Background: an optimization exercise with open tools, aiming at small area, a short achievable clock period and few clock cycles per item. Do not read the settings as production practice. Where RTL was checked, it was by simulation tests only, not by an equivalence proof against the original. No activity file was given, so power comes from the tool's default toggle rates.

== lane 1 ==
Design mul_fu, start of the top module:
module mul_fu (
    input  logic        clk,
    input  logic        rst_n,
    input  logic        in_valid,
    input  logic [3:0]  in_ctrl,
    input  logic [31:0] in_a,
    input  logic [31:0] in_b,
    input  logic [6:0]  in_tag,
    output logic        in_ready,
    output logic        out_req,
    output logic [6:0]  out_tag,
    output logic [31:0] out_data,
    input  logic        out_grant
);
    localparam logic [3:0] ALU_MUL = 4'd1;
    localparam int MIDW = 119;
    logic              s1_v, s2_v, q0_v, q1_v;
    logic [31:0]       s1_a;
    logic [15:0]       s1_one, s1_two, s1_neg;
    logic [6:0]        s1_tag, s2_tag, q0_tag, q1_tag;
    logic [MIDW-1:0]   s2_mid;
    logic [31:0]       q0_data, q1_data;
    logic [3:0]        occ;     
    logic              rdy;
    logic [MIDW-1:0]   mid_d;
    logic [31:0]       row0, row1, res;
    mul_core u_core (
        .a(s1_a), .one(s1_one), .two(s1_two), .neg(s1_neg), .mid_d(mid_d), .mid_q(s2_mid), .row0(row0), .row1(row1)
    );
    assign res = row0 + row1;
    logic [15:0] enc_one, enc_two, enc_neg;
    logic [32:0] bx;
    assign bx = {in_b, 1'b0};
    always_comb begin
        for (int k = 0; k < 16; k++) begin
            enc_one[k] = bx[2*k+1] ^ bx[2*k];
            enc_two[k] = (bx[2*k+2] & ~bx[2*k+1] & ~bx[2*k]) | (~bx[2*k+2] & bx[2*k+1] & bx[2*k]);
            enc_neg[k] = bx[2*k+2];
        end
    end
    logic acc, del, s2_move, s1_en, s2_en, q0_en;
    assign acc     = in_valid & rdy;
    assign del     = q0_v & out_grant;
  ...
==> module mul_fu, before the edit <==
module mul_fu (
    input  logic        clk,
    input  logic        rst_n,
    input  logic        in_valid,
    input  logic [3:0]  in_ctrl,
    input  logic [31:0] in_a,
    input  logic [31:0] in_b,
    input  logic [6:0]  in_tag,
    output logic        in_ready,
    output logic        out_req,
    output logic [6:0]  out_tag,
    output logic [31:0] out_data,
    input  logic        out_grant
);
    localparam logic [3:0] ALU_MUL = 4'd1;
    localparam int MIDW = 119;
    logic              s1_v, s2_v, q0_v, q1_v;
    logic [31:0]       s1_a;
    logic [15:0]       s1_one, s1_two, s1_neg;
    logic [6:0]        s1_tag, s2_tag, q0_tag, q1_tag;
    logic [MIDW-1:0]   s2_mid;
    logic [31:0]       q0_data, q1_data;
    logic [3:0]        occ;     
    logic              rdy;
    logic [MIDW-1:0]   mid_d;
    logic [31:0]       row0, row1, res;
    mul_core u_core (
        .a(s1_a), .one(s1_one), .two(s1_two), .neg(s1_neg), .mid_d(mid_d), .mid_q(s2_mid), .row0(row0), .row1(row1)
    );
    assign res = row0 + row1;
    logic [15:0] enc_one, enc_two, enc_neg;
    logic [32:0] bx;
    assign bx = {in_b, 1'b0};
    always_comb begin
        for (int k = 0; k < 16; k++) begin
            enc_one[k] = bx[2*k+1] ^ bx[2*k];
            enc_two[k] = (bx[2*k+2] & ~bx[2*k+1] & ~bx[2*k]) | (~bx[2*k+2] & bx[2*k+1] & bx[2*k]);
            enc_neg[k] = bx[2*k+2];
        end
    end
    logic acc, del, s2_move, s1_en, s2_en, q0_en;
    assign acc     = in_valid & rdy;
    assign del     = q0_v & out_grant;
    assign s2_move = s2_v & ~q1_v;            
    assign s2_en   = ~s2_v | s2_move;
    assign s1_en   = ~s1_v | s2_en;
    assign q0_en   = ~q0_v | del;
    logic [3:0] occ_next;
    always_comb begin
        occ_next = occ;
        if (acc & ~del) occ_next = {occ[2:0], 1'b1};
        if (del & ~acc) occ_next = {1'b0, occ[3:1]};
    end
    always_ff @(posedge clk) begin
        if (!rst_n) begin
            s1_v <= 1'b0;
            s2_v <= 1'b0;
            q0_v <= 1'b0;
            q1_v <= 1'b0;
            occ  <= 4'd0;
            rdy  <= 1'b1;
        end else begin
            if (s1_en) s1_v <= acc;
            if (s2_en) s2_v <= s1_v;
            if (q0_en) q0_v <= q1_v | s2_v;
            q1_v <= q1_v ? ~del : (s2_move & q0_v & ~del);
            occ  <= occ_next;
            rdy  <= ~occ_next[3];
        end
    end
    always_ff @(posedge clk) begin
        if (s1_en) begin
            s1_a   <= (in_ctrl == ALU_MUL) ? in_a : 32'd0;
            s1_one <= enc_one;
            s1_two <= enc_two;
            s1_neg <= enc_neg;
            s1_tag <= in_tag;
        end
        if (s2_en) begin
            s2_mid <= mid_d;
            s2_tag <= s1_tag;
        end
        if (!q1_v) begin
            q1_data <= res;
            q1_tag  <= s2_tag;
        end
        if (q0_en) begin
            q0_data <= q1_v ? q1_data : res;
            q0_tag  <= q1_v ? q1_tag  : s2_tag;
        end
    end
    assign in_ready = rdy;
    assign out_req  = q0_v;
    assign out_tag  = q0_tag;
    assign out_data = q0_data;
endmodule
==> flow/config.mk <==
export PLATFORM = sky130hd
export DESIGN_NAME = mul_fu
export DESIGN_NICKNAME = mul_fu
export VERILOG_FILES = /design/flow/design.v
export SDC_FILE = /design/flow/constraint.sdc
export NUM_CORES = 4
export LEC_CHECK = 0
export ABC_CLOCK_PERIOD_IN_PS = 2500
export CAP_MARGIN = 50
export CORE_MARGIN = 2
export CORE_UTILIZATION = 40
export SLEW_MARGIN = 70
export SYNTH_HIERARCHICAL = 1
export SYNTH_MINIMUM_KEEP_SIZE = 0
==> flow/constraint.sdc <==
create_clock -name core_clock -period 10.0 [get_ports {clk}]
set_input_delay 2.0000 -clock core_clock [delete_from_list [all_inputs] [get_ports {clk}]]
set_output_delay 2.0000 -clock core_clock [all_outputs]
set_load 0.01 [all_outputs]
run.sh (not shown) runs the stock make flow with config.mk's settings and CLKGATE_MAP_FILE= SYNTH_SCRIPT=/design/flow/synth_recipe.tcl, a recipe that flattens the netlist after the stock synthesis.
Testbench counts of lane 1, summed over its fixed seeds: cycles 2,374, items 2,048.
The following lists how lane 2 was set up differently from lane 1:
diff --git a/flow/design.v b/flow/design.v
--- a/flow/design.v
+++ b/flow/design.v
@@ -1223,15 +1223,15 @@
     logic [MIDW-1:0]   s2_mid;
     logic [31:0]       q0_data, q1_data;
     logic [3:0]        occ;     
     logic              rdy;
     logic [MIDW-1:0]   mid_d;
-    logic [31:0]       row0, row1, res;
+    logic [31:0]       row0, row1, q0_d;
     mul_core u_core (
         .a(s1_a), .one(s1_one), .two(s1_two), .neg(s1_neg), .mid_d(mid_d), .mid_q(s2_mid), .row0(row0), .row1(row1)
     );
-    assign res = row0 + row1;
+    add_or_hold u_add (.x(row0), .y(row1), .hold(q1_v), .h(q1_data), .s(q0_d));
     logic [15:0] enc_one, enc_two, enc_neg;
     logic [32:0] bx;
     assign bx = {in_b, 1'b0};
     always_comb begin
         for (int k = 0; k < 16; k++) begin
@@ -1281,23 +1281,50 @@
         if (s2_en) begin
             s2_mid <= mid_d;
             s2_tag <= s1_tag;
         end
         if (!q1_v) begin
-            q1_data <= res;
+            q1_data <= q0_d;
             q1_tag  <= s2_tag;
         end
         if (q0_en) begin
-            q0_data <= q1_v ? q1_data : res;
+            q0_data <= q0_d;
             q0_tag  <= q1_v ? q1_tag  : s2_tag;
         end
     end
     assign in_ready = rdy;
     assign out_req  = q0_v;
     assign out_tag  = q0_tag;
     assign out_data = q0_data;
 endmodule
+module add_or_hold (
+    input  logic [31:0] x,
+    input  logic [31:0] y,
+    input  logic        hold,
+    input  logic [31:0] h,
+    output logic [31:0] s
+);
+    logic [31:0] p, g;
+    logic [31:0] gl [6];
+    logic [31:0] pl [6];
+    assign p = x ^ y;
+    assign g = x & y & {32{~hold}};
+    assign gl[0] = g;
+    assign pl[0] = p;
+    for (genvar l = 0; l < 5; l++) begin : g_lvl
+        for (genvar i = 0; i < 32; i++) begin : g_bit
+            if (i >= (1 << l)) begin : g_op
+                assign gl[l+1][i] = gl[l][i] | (pl[l][i] & gl[l][i - (1 << l)]);
+                assign pl[l+1][i] = pl[l][i] & pl[l][i - (1 << l)];
+            end else begin : g_pass
+                assign gl[l+1][i] = gl[l][i];
+                assign pl[l+1][i] = pl[l][i];
+            end
+        end
+    end
+    assign s = (hold ? h : p) ^ {gl[5][30:0], 1'b0};
+endmodule
 module fa_c (input logic x, y, z, output logic s, c);
     assign s = x ^ y ^ z;
     assign c = (x & y) | (x & z) | (y & z);
 endmodule
 module ha_c (input logic x, y, output logic s, c);
### Flow results
- Compared with lane 1, in lane 2 first-pass GRT wire length shows a reduction of about 5%, synthesized instance count shows a reduction of 1.6%, area of the mapped netlist shows an increase of about 1%, clock-buffer cell count shows a reduction of 4.0%, finished layout cell area shows an increase of about 1.7%.
- Number of buffer and inverter instances along the worst setup path: lane 2 vs lane 1 up 1
- The lower minimum clock period after layout of lane 2 and lane 1 is in lane 1.
- Going from lane 1 to lane 2, total internal power was more or less identical, global router's overall resource usage now smaller, minimum hold slack grew by 0.0051 ns.
Only the layout flow was run in lane 2; the RTL was not checked for function there.

re-timing with driven ports:
How much do the figures lean on ideal ports? The routed layouts below were timed once more, with nothing changed but the port constraints.
Step 1 assumes that a clkbuf_16 drives the clock port and a buf_2 every other input.
Step 2, shift: input delay + t, output delay - t, t = (earliest + latest rising clock arrival at the registers) / 2. This alone moves slack from input paths to output paths.
Slacks: ideal / step 1 / step 2; pairs: ideal / step 1.
run | shift t [ns] | setup slack, ns | clock arrival spread, ns
lane 1 | 0.601 | 6.260 / 6.260 / 6.260 | 0.026 / 0.026
lane 2 | 0.609 | 6.078 / 6.078 / 6.078 | 0.054 / 0.055
After both steps every run listed still meets setup and hold.
